Background: an optimization exercise with open tools, aiming at small area, a short achievable clock period and few clock cycles per item. Do not read the settings as production practice. In this exercise RTL edits were held to simulation tests only and were not proved equivalent to the original.

[design.v]
module cmul_k23170 (
    input  logic signed [15:0] i_a,
    output logic signed [15:0] o_r
);
wire signed [31:0] A = i_a;
wire signed [31:0] p = 32'sd16384 + (A <<< 1) + (A <<< 7) + (A <<< 9) - (A <<< 11) - (A <<< 13) + (A <<< 15);
assign o_r = p[30:15];
endmodule
module cmul_k30274 (
    input  logic signed [15:0] i_a,
    output logic signed [15:0] o_r
);
wire signed [31:0] A = i_a;
wire signed [31:0] p = 32'sd16384 + (A <<< 1) + (A <<< 6) - (A <<< 9) - (A <<< 11) + (A <<< 15);
assign o_r = p[30:15];
endmodule
module cmul_k12540 (
    input  logic signed [15:0] i_a,
    output logic signed [15:0] o_r
);
wire signed [31:0] A = i_a;
wire signed [31:0] p = 32'sd16384 - (A <<< 2) + (A <<< 8) - (A <<< 12) + (A <<< 14);
assign o_r = p[30:15];
endmodule
module twiddle_lut (
    input  logic [3:0] i_idx,
    output logic signed [15:0] o_c,
    output logic signed [15:0] o_d
);
always_comb begin
    case (i_idx)
        4'd0: begin o_c = 16'h7fff; o_d = 16'h0000; end
        4'd1: begin o_c = 16'h7d8a; o_d = 16'he707; end
        4'd2: begin o_c = 16'h7642; o_d = 16'hcf04; end
        4'd3: begin o_c = 16'h6a6e; o_d = 16'hb8e3; end
        4'd4: begin o_c = 16'h5a82; o_d = 16'ha57e; end
        4'd5: begin o_c = 16'h471d; o_d = 16'h9592; end
        4'd6: begin o_c = 16'h30fc; o_d = 16'h89be; end
        4'd7: begin o_c = 16'h18f9; o_d = 16'h8276; end
        4'd8: begin o_c = 16'h0000; o_d = 16'h8000; end
        4'd9: begin o_c = 16'he707; o_d = 16'h8276; end
        4'd10: begin o_c = 16'hcf04; o_d = 16'h89be; end
        4'd11: begin o_c = 16'hb8e3; o_d = 16'h9592; end
        4'd12: begin o_c = 16'ha57e; o_d = 16'ha57e; end
        4'd13: begin o_c = 16'h9592; o_d = 16'hb8e3; end
        4'd14: begin o_c = 16'h89be; o_d = 16'hcf04; end
        4'd15: begin o_c = 16'h8276; o_d = 16'he707; end
        default: begin o_c = 16'h0000; o_d = 16'h0000; end
    endcase
end
endmodule
module delay_line #(
    parameter N = 1
) (
    input  logic i_clk,
    input  logic i_en,
    input  logic [31:0] i_data,
    output logic [31:0] o_data
);
logic [31:0] r [0:N-1];
always_ff @(posedge i_clk) begin
    if (i_en) begin
        r[0] <= i_data;
        for (int i = 1; i < N; i++) r[i] <= r[i-1];
    end
end
assign o_data = r[N-1];
endmodule
module sdf_stage #(
    parameter D = 1
) (
    input  logic i_clk,
    input  logic i_en,
    input  logic i_second,
    input  logic [31:0] i_x,
    output logic [31:0] o_out
);
logic [31:0] head, top, btm, fin;
delay_line #(.N(D)) fifo (
    .i_clk(i_clk),
    .i_en(i_en),
    .i_data(fin),
    .o_data(head)
);
bfly bf (
    .i_e(head),
    .i_m(i_x),
    .o_top(top),
    .o_btm(btm)
);
assign fin = i_second ? btm : i_x;
always_ff @(posedge i_clk) begin
    if (i_en) o_out <= i_second ? top : head;
end
endmodule
module booth_rmul16 (
    input  logic signed [15:0] i_a,
    input  logic signed [15:0] i_c,
    output logic signed [15:0] o_r
);
localparam logic [31:0] CK = 32'd16384 - (32'h10000 * 32'h5555);
logic [31:0] acc;
logic [16:0] cc;
logic [31:0] negs;
always_comb begin
    cc = {i_c, 1'b0};
    acc = CK;
    negs = '0;
    for (int i = 0; i < 8; i++) begin
        logic [2:0] bb;
        logic [16:0] sel;
        logic [16:0] pp;
        logic neg, one, two;
        bb = cc[2*i +: 3];
        neg = bb[2];
        one = bb[1] ^ bb[0];
        two = (bb == 3'b011) || (bb == 3'b100);
        sel = one ? {i_a[15], i_a} : (two ? {i_a, 1'b0} : 17'd0);
        pp = neg ? ~sel : sel;
        acc = acc + ({15'd0, ~pp[16], pp[15:0]} << (2*i));
        negs[2*i] = neg;
    end
    acc = acc + negs;
end
assign o_r = acc[30:15];
endmodule
module bfly (
    input  logic [31:0] i_e,
    input  logic [31:0] i_m,
    output logic [31:0] o_top,
    output logic [31:0] o_btm
);
logic [15:0] sr, si, dr, di;
always_comb begin
    sr = i_e[31:16] + i_m[31:16] + 16'd1;
    si = i_e[15:0]  + i_m[15:0]  + 16'd1;
    dr = i_e[31:16] - i_m[31:16] + 16'd1;
    di = i_e[15:0]  - i_m[15:0]  + 16'd1;
    o_top = {sr[15], sr[15:1], si[15], si[15:1]};
    o_btm = {dr[15], dr[15:1], di[15], di[15:1]};
end
endmodule
module bitx #(
    parameter I = 1,
    parameter J = 0
) (
    input  logic i_clk,
    input  logic i_en,
    input  logic [4:0] i_pos,
    input  logic [31:0] i_x,
    output logic [31:0] o_y
);
localparam N = (1 << I) - (1 << J);
logic sel;
logic [31:0] dl_out, dl_in;
assign sel = i_pos[I] & ~i_pos[J];
assign dl_in = sel ? dl_out : i_x;
assign o_y = sel ? i_x : dl_out;
delay_line #(.N(N)) dl (
    .i_clk(i_clk),
    .i_en(i_en),
    .i_data(dl_in),
    .o_data(dl_out)
);
endmodule
module out_perm (
    input  logic i_clk,
    input  logic i_en,
    input  logic [4:0] i_pos,
    input  logic [31:0] i_x,
    output logic [31:0] o_y
);
logic [31:0] y1, y2, y3;
bitx #(.I(1), .J(0)) x1 (.i_clk(i_clk), .i_en(i_en), .i_pos(i_pos),         .i_x(i_x), .o_y(y1));
bitx #(.I(2), .J(1)) x2 (.i_clk(i_clk), .i_en(i_en), .i_pos(i_pos - 5'd1),  .i_x(y1),  .o_y(y2));
bitx #(.I(3), .J(2)) x3 (.i_clk(i_clk), .i_en(i_en), .i_pos(i_pos - 5'd3),  .i_x(y2),  .o_y(y3));
bitx #(.I(4), .J(3)) x4 (.i_clk(i_clk), .i_en(i_en), .i_pos(i_pos - 5'd7),  .i_x(y3),  .o_y(o_y));
endmodule
module control #(
    parameter LAT = 58
) (
    input  logic i_clk,
    input  logic i_rst,
    input  logic i_in_valid,
    output logic o_in_ready,
    output logic o_adv,
    output logic [4:0] o_cnt,
    output logic o_out_valid
);
logic v_r;        
logic bmode;      
logic f_cur;      
logic f_1, f_2;   
logic start;
assign start = (o_cnt == 5'd0) && !v_r && !bmode && (f_1 || f_2);
assign o_in_ready = !bmode && !start;
assign o_adv = v_r || bmode || start;
always_ff @(posedge i_clk) begin
    if (i_rst) begin
        v_r <= 1'b0;
        bmode <= 1'b0;
        o_cnt <= '0;
        f_cur <= 1'b0;
        f_1 <= 1'b0;
        f_2 <= 1'b0;
        o_out_valid <= 1'b0;
    end
    else begin
        v_r <= i_in_valid && o_in_ready;
        if (o_adv) begin
            o_cnt <= o_cnt + 5'd1;
            if (o_cnt == 5'd0) f_cur <= v_r;
            if (o_cnt == 5'd31) begin
                f_1 <= f_cur;
                f_2 <= f_1;
                bmode <= 1'b0;
            end
            else if (start) begin
                bmode <= 1'b1;
            end
        end
        o_out_valid <= o_adv && ((o_cnt >= 5'(LAT - 32)) ? f_1 : f_2);
    end
end
endmodule
module fft_engine (
    input i_clk,
    input i_rst,
    input i_in_valid,
    output o_in_ready,
    input signed [15:0] i_in_re,
    input signed [15:0] i_in_im,
    output o_out_valid,
    output signed [15:0] o_out_re,
    output signed [15:0] o_out_im
);
function automatic logic [15:0] fw0(input logic signed [15:0] a);
    fw0 = a - {15'd0, (a > 16'sd16384)} + {15'd0, (a <= -16'sd16384)};
endfunction
localparam LAT = 58;
logic adv;
logic [4:0] cnt;
control #(.LAT(LAT)) ctl (
    .i_clk(i_clk),
    .i_rst(i_rst),
    .i_in_valid(i_in_valid),
    .o_in_ready(o_in_ready),
    .o_adv(adv),
    .o_cnt(cnt),
    .o_out_valid(o_out_valid)
);
logic [31:0] data_r;
always_ff @(posedge i_clk) data_r <= {i_in_re, i_in_im};
logic s0_second;
logic [31:0] x0, out0;
assign s0_second = cnt[4];
assign x0 = s0_second ? {fw0(data_r[31:16]), fw0(data_r[15:0])} : data_r;
sdf_stage #(.D(16)) st0 (.i_clk(i_clk), .i_en(adv), .i_second(s0_second), .i_x(x0), .o_out(out0));
logic [4:0] l1;
logic s1_second;
logic [31:0] x1, out1;
assign l1 = cnt - 5'd17;
assign s1_second = l1[3];
always_comb begin
    if (!s1_second) x1 = out0;
    else if (!l1[4]) x1 = {fw0(out0[31:16]), fw0(out0[15:0])};
    else x1 = {out0[15:0], 16'd0 - out0[31:16]};
end
sdf_stage #(.D(8)) st1 (.i_clk(i_clk), .i_en(adv), .i_second(s1_second), .i_x(x1), .o_out(out1));
logic [4:0] l2a;
logic s2a_second;
logic [15:0] k2_ra, k2_rb;
logic [15:0] s2_x, s2_y;
logic s2_ea, s2_eb, s2_k, s2_w12;
assign l2a = cnt - 5'd26;
assign s2a_second = l2a[2];
cmul_k23170 m2a (.i_a(out1[31:16]), .o_r(k2_ra));
cmul_k23170 m2b (.i_a(out1[15:0]),  .o_r(k2_rb));
always_ff @(posedge i_clk) begin
    if (adv) begin
        s2_ea <= (out1[29:16] == 14'h2000);
        s2_eb <= (out1[13:0] == 14'h2000);
        s2_k <= s2a_second && l2a[4];
        s2_w12 <= l2a[3];
        if (!s2a_second) begin
            s2_x <= out1[31:16];
            s2_y <= out1[15:0];
        end
        else begin
            case (l2a[4:3])
                2'd0: begin s2_x <= fw0(out1[31:16]); s2_y <= fw0(out1[15:0]); end
                2'd1: begin s2_x <= out1[15:0]; s2_y <= 16'd0 - out1[31:16]; end
                default: begin s2_x <= k2_ra; s2_y <= k2_rb; end
            endcase
        end
    end
end
logic [31:0] x2, x2r, out2;
always_comb begin
    if (!s2_k) x2 = {s2_x, s2_y};
    else if (!s2_w12)  
        x2 = {s2_x + s2_y - {15'd0, s2_eb}, s2_y - s2_x + {15'd0, s2_ea}};
    else               
        x2 = {s2_y - s2_x + {15'd0, s2_ea} - {15'd0, s2_eb},
              16'd0 - s2_x - s2_y + {15'd0, s2_ea} + {15'd0, s2_eb}};
end
always_ff @(posedge i_clk) if (adv) x2r <= x2;
logic [4:0] l2;
assign l2 = cnt - 5'd28;
sdf_stage #(.D(4)) st2 (.i_clk(i_clk), .i_en(adv), .i_second(l2[2]), .i_x(x2r), .o_out(out2));
logic [4:0] l3a;
logic s3a_second;
logic [15:0] a3, b3;
logic [15:0] rA1, rA2, rAK, rB1, rB2, rBK;
logic eA1, eA2, eB1, eB2;
assign l3a = cnt - 5'd1;
assign s3a_second = l3a[1];
assign a3 = out2[31:16];
assign b3 = out2[15:0];
assign eA1 = (a3[13:0] == 14'h2000);
assign eB1 = (b3[13:0] == 14'h2000);
assign eA2 = (a3[12:0] == 13'h1000);
assign eB2 = (b3[12:0] == 13'h1000);
cmul_k30274 m3a1 (.i_a(a3), .o_r(rA1));
cmul_k12540 m3a2 (.i_a(a3), .o_r(rA2));
cmul_k23170 m3ak (.i_a(a3), .o_r(rAK));
cmul_k30274 m3b1 (.i_a(b3), .o_r(rB1));
cmul_k12540 m3b2 (.i_a(b3), .o_r(rB2));
cmul_k23170 m3bk (.i_a(b3), .o_r(rBK));
logic [15:0] r3_ac, r3_ad, r3_bc, r3_bd;
logic e3_ac, e3_ad, e3_bc, e3_bd, n3_c, n3_d;
always_ff @(posedge i_clk) begin
    if (adv) begin
        if (!s3a_second) begin
            r3_ac <= a3; r3_ad <= 16'd0; r3_bc <= b3; r3_bd <= 16'd0;
            e3_ac <= 1'b0; e3_ad <= 1'b0; e3_bc <= 1'b0; e3_bd <= 1'b0;
            n3_c <= 1'b0; n3_d <= 1'b0;
        end
        else begin
            case (l3a[4:2])
                3'd0: begin  
                    r3_ac <= fw0(a3); r3_ad <= 16'd0; r3_bc <= fw0(b3); r3_bd <= 16'd0;
                    e3_ac <= 1'b0; e3_ad <= 1'b0; e3_bc <= 1'b0; e3_bd <= 1'b0;
                    n3_c <= 1'b0; n3_d <= 1'b0;
                end
                3'd1: begin  
                    r3_ac <= 16'd0; r3_ad <= a3; r3_bc <= 16'd0; r3_bd <= b3;
                    e3_ac <= 1'b0; e3_ad <= 1'b0; e3_bc <= 1'b0; e3_bd <= 1'b0;
                    n3_c <= 1'b0; n3_d <= 1'b1;
                end
                3'd2, 3'd3: begin  
                    r3_ac <= rAK; r3_ad <= rAK; r3_bc <= rBK; r3_bd <= rBK;
                    e3_ac <= eA1; e3_ad <= eA1; e3_bc <= eB1; e3_bd <= eB1;
                    n3_c <= l3a[2]; n3_d <= 1'b1;
                end
                3'd4, 3'd7: begin  
                    r3_ac <= rA1; r3_ad <= rA2; r3_bc <= rB1; r3_bd <= rB2;
                    e3_ac <= eA1; e3_ad <= eA2; e3_bc <= eB1; e3_bd <= eB2;
                    n3_c <= l3a[2]; n3_d <= 1'b1;
                end
                default: begin  
                    r3_ac <= rA2; r3_ad <= rA1; r3_bc <= rB2; r3_bd <= rB1;
                    e3_ac <= eA2; e3_ad <= eA1; e3_bc <= eB2; e3_bd <= eB1;
                    n3_c <= l3a[2]; n3_d <= 1'b1;
                end
            endcase
        end
    end
end
logic [15:0] t1, t2, t3, t4;
assign t1 = n3_c ? (16'd0 - r3_ac + {15'd0, e3_ac}) : r3_ac;
assign t2 = n3_d ? (16'd0 - r3_ad + {15'd0, e3_ad}) : r3_ad;
assign t3 = n3_c ? (16'd0 - r3_bc + {15'd0, e3_bc}) : r3_bc;
assign t4 = n3_d ? (16'd0 - r3_bd + {15'd0, e3_bd}) : r3_bd;
logic [31:0] x3r, out3;
always_ff @(posedge i_clk) if (adv) x3r <= {t1 - t4, t2 + t3};
logic [4:0] l3;
assign l3 = cnt - 5'd35;
sdf_stage #(.D(2)) st3 (.i_clk(i_clk), .i_en(adv), .i_second(l3[1]), .i_x(x3r), .o_out(out3));
logic [4:0] l4, l4g;
logic par;
logic [15:0] tw_c, tw_d, coef, ma, mb, pa, pb;
logic [31:0] h4, e4, e4b, m4, b4, out4;
logic [15:0] T1, T2, T3, T4;
logic [31:0] top4, btm4;
assign l4 = cnt - 5'd38;
assign par = l4[0];
assign l4g = par ? l4 : (l4 - 5'd1);
twiddle_lut lut4 (.i_idx({l4g[1], l4g[2], l4g[3], l4g[4]}), .o_c(tw_c), .o_d(tw_d));
assign coef = par ? tw_c : tw_d;
assign ma = par ? out3[31:16] : h4[31:16];
assign mb = par ? out3[15:0] : h4[15:0];
booth_rmul16 mul4a (.i_a(ma), .i_c(coef), .o_r(pa));
booth_rmul16 mul4b (.i_a(mb), .i_c(coef), .o_r(pb));
bfly bf4 (.i_e(e4b), .i_m(m4), .o_top(top4), .o_btm(btm4));
always_ff @(posedge i_clk) begin
    if (adv) begin
        if (par) begin
            T1 <= pa;
            T3 <= pb;
            h4 <= out3;
            m4 <= {T1 - T4, T2 + T3};
            out4 <= b4;
        end
        else begin
            T2 <= pa;
            T4 <= pb;
            e4 <= out3;
            e4b <= e4;
            b4 <= btm4;
            out4 <= top4;
        end
    end
end
logic [31:0] y;
out_perm perm (.i_clk(i_clk), .i_en(adv), .i_pos(cnt - 5'd43), .i_x(out4), .o_y(y));
logic [31:0] out_r;
always_ff @(posedge i_clk) if (adv) out_r <= y;
assign o_out_re = out_r[31:16];
assign o_out_im = out_r[15:0];
endmodule
[constraint.sdc]
create_clock -name core_clock -period 9.0 [get_ports {i_clk}]
set_input_delay 1.8000 -clock core_clock [delete_from_list [all_inputs] [get_ports {i_clk}]]
set_output_delay 1.8000 -clock core_clock [all_outputs]
set_load 0.01 [all_outputs]
[config.mk]
export PLATFORM = sky130hd
export DESIGN_NAME = fft_engine
export DESIGN_NICKNAME = fft_engine
export VERILOG_FILES = /design/flow/design.v
export SDC_FILE = /design/flow/constraint.sdc
export NUM_CORES = 4
export LEC_CHECK = 0
export CAP_MARGIN = 20
export CORE_MARGIN = 2
export CORE_UTILIZATION = 40
export SLEW_MARGIN = 20
[run.sh]
#!/bin/bash
# synth_recipe.tcl (not shown) runs the flow's synth.tcl, then flattens the netlist and writes it again
# the make line also repeats each setting of config.mk as NAME=value (left out here)
make -C /OpenROAD-flow-scripts/flow DESIGN_CONFIG=/design/flow/config.mk WORK_HOME=/design/flow/orfs CLKGATE_MAP_FILE= SYNTH_SCRIPT=/design/flow/synth_recipe.tcl finish
==> out/qor.yml <==
yosys:
  synth_edf_count: 2020
  syn_area_um2: 135100
  netlist_instances: 12030
  synthTopCellsByArea: "edfxtp_1 45%, ha_1 14%, fa_1 7.1%"
  yosysSeqAreaShare_pct: 45.53
  synth_common_cells: "2020 x edfxtp_1, 1500 x ha_1, 1267 x inv_1, 830 x nor2_1, 812 x a21oi_1"
  ys_seq_elements: 2063
  ys.flop_type: "edfxtp_1"
  yosysMostFrequentCell: "edfxtp_1"
  syn-num-nets: 14050
  yosysWarnings: 22
  yosys.area.top_type: "edfxtp_1"
  syn_area_per_cell_um2: 11.23
  synthArstFlopShare_pct: 0
  ys_types: 91
  synth_top_area_share_pct: 44.90
final_layout:
  final_nets: 14220
  drive_gt1_share_pct: 6.217
  n_fill_cell: 31410
  fin_cells: 16900
  synthToLayoutAreaGrowth_pct: 10.72
floorplanning:
  coreArea_um2: 336300
  pin_count: 69
  die_area_um2: 342400
  die_w_um: 585.2
  rows: 213
  start_util_pct: 40.17
  dieHeight_um: 585.2
clock_tree:
  cts_max_path_buffers: 4
  clk_latency_ps: 930
  holdBufCountCts: 0
  cts_root_buffer: "clkbuf_16"
  htreeDepth: 4
  cts_inserted_buffers: 220
  tritoncts: "built"
  clock_sinks: 2063
  clk_pin_slew_worst_paths_ps: 70
detailed_routing:
  ant_nets: 0
  first_pass_iters: 6
  wl_per_cell_um: 18.73
  vias: 87790
  drt_iter0_drc: 6355
  vias_per_cell: 5.194
  drc: 0
  routed_wl_um: 316600
setup_path:
  path_class: "reg -> reg"
  cpPeakStageDelay_ps: 540
  slowest_stage: "fa_1"
  critPathMaxFanout: 5
  path_depth: 35
  r2r_cells: 35
  endpoint_kind: "register"
  cp.required_ps: 9630
  critPathArrivalTime_ps: 9200
  critPathLaunchType: "register"
  cp_top_family: "adder cells"
  cp.buffers_inverters: 4
placed_design:
  place_congestion: 0.9103
  placed_cells: 16490
  io_buffer_count: 68
  hpwlAfterDp_um: 235800
sta:
  rsz0062_at_grt: "false"
  timing.slew.headroom_pct: 18.36
  clock.fmax_mhz: 116.7
  finalMaxSlewViolations: 0
  hold_violations: 0
  setup_viol: 0
  setup_tns_ps: 0
  period_share_pct: 95.17
  period_minus_slack_ps: 8565
  clock_skew_ps: 89.66
  worst_pin_slew_ps: 1212
hold_path:
  hold_path_class: "reg -> reg"
  min_path_cells: 0
global_routing:
  grt_overflow_total: 0
  grt_pass1_vias: 87000
  grt_max_degree: 197
  grt_pass1_wl_um: 491400
  antenna_found_initial: 2
  grt_usage_pct: 18.20
run:
  drv_cap: 0
run_status:
  outcome: "timing/DRC/antenna clean"
==> flip-flops by register name, indices dropped and copies added, names as in the netlist, 64 cells and up <==
| name | count |
|---|---|
| perm.x2.dl.r | 64 |
| perm.x3.dl.r | 128 |
| perm.x4.dl.r | 256 |
| st0.fifo.r | 512 |
| st1.fifo.r | 256 |
| st2.fifo.r | 128 |
| st3.fifo.r | 64 |
==> metal layers <==
metal | vias to the layer above | GRT usage [%] | part of all wire (%)
met5 | - | 0 | 0
li1 | 43280 | - | -
met1 | 42180 | 22.80 | 43
met2 | 1770 | 32.33 | 49
met4 | 0 | 6.823 | 4.1
met3 | 559 | 1.814 | 3.7
==> kinds of logic (layout without fill, tap and decap cells) <==
kind of cell | after synthesis | after routing | share of synthesized area, %
adders and majority gates | 1982 | 1982 | 21.03
xor gates and xnor gates | 1002 | 1002 | 6.507
AOI/OAI and AO/OA | 2827 | 2827 | 13.14
muxes | 174 | 174 | 1.359
buffers and inverters | 1617 | 1973 | 4.519
DFF | 2063 | 2063 | 45.53
and+or+nand+nor | 2365 | 2365 | 7.921
other | 0 | 2 | 0
==> metrics by stage <==
step	utilization (%)	instance area, um^2	hold WS (ps)	setup slack (ps)
2_1_floorplan	-	135100	400.3	-997.9
3_5_place_dp	42.27	142200	404.5	144.2
3_3_place_gp	42.27	142200	400.1	213.2
4_1_cts	44.45	149500	333.9	148.3
5_1_grt	44.47	149600	348.9	2.807
6_report	44.48	149600	345.8	434.6
==> area by class of cell <==
cell class,count,area [um^2],share of cell area (%)
Antenna cell,2,5.005,0.003346
Sequential cell,2063,61530,41.13
Clock inverter,152,1612,1.077
Multi-Input combinational cell,8350,67790,45.32
Inverter,1274,4808,3.214
Tap cell,4515,5649,3.777
Timing Repair Buffer,294,2480,1.658
Clock buffer,253,5712,3.818
==> repair_timing <==
| item | 4_1_cts | 5_1_grt |
|---|---|---|
| setup endpoints to repair | 0 | 44 |
| buffers inserted | 0 | 3 |
| resized for setup | 0 | 14 |
==> cell usage in the layout (no fill, tap or decap), types with 234 or more instances in the layout <==
cell type,n
xnor2_1,735
a22oi_1,234
ha_1,1497
nand2_1,712
xor2_1,257
a21oi_1,809
fa_1,481
edfxtp_1,2020
o21ai_0,716
inv_1,1265
nor2_1,816
==> path summary, 6_finish.rpt <==
check,from,to,slack [ps]
min,st1.fifo.r[5][4]$_DFFE_PN_,st1.fifo.r[6][4]$_DFFE_PN_,350
min reg2reg,st1.fifo.r[5][4]$_DFFE_PN_,st1.fifo.r[6][4]$_DFFE_PN_,350
max,ctl.o_cnt[2]$_SDFFE_PP0N_,T4[15]$_DFFE_PP_,430
max reg2reg,ctl.o_cnt[2]$_SDFFE_PP0N_,T4[15]$_DFFE_PP_,430
Testbench counts, summed over its fixed seeds: cycles 6,624, frames 192.

==> separate check: timing with driven ports <==
No port has a modelled driver above. Below, the same layout with a new extraction and two added sets of constraints.
Step 1, drivers: a clkbuf_16 drives i_clk and a buf_2 each remaining input, both assumed.
Step 2 also shifts input and output timing later by t, the mid clock arrival at the registers, as if the neighbouring blocks saw the same clock.
Slacks: ideal ports / drivers / drivers and shift; pairs: ideal ports / drivers.
t, ns: 0.969
setup WS [ns]: 0.435 / 0.435 / 0.435
worst hold slack (ns): 0.346 / 0.346 / 0.346
cell pins on the clock port's net: 1
After both steps setup and hold are still met in this run. For this run, drivers alone change the setup slack by 0.000 ns; drivers and shift together by 0.000 ns.
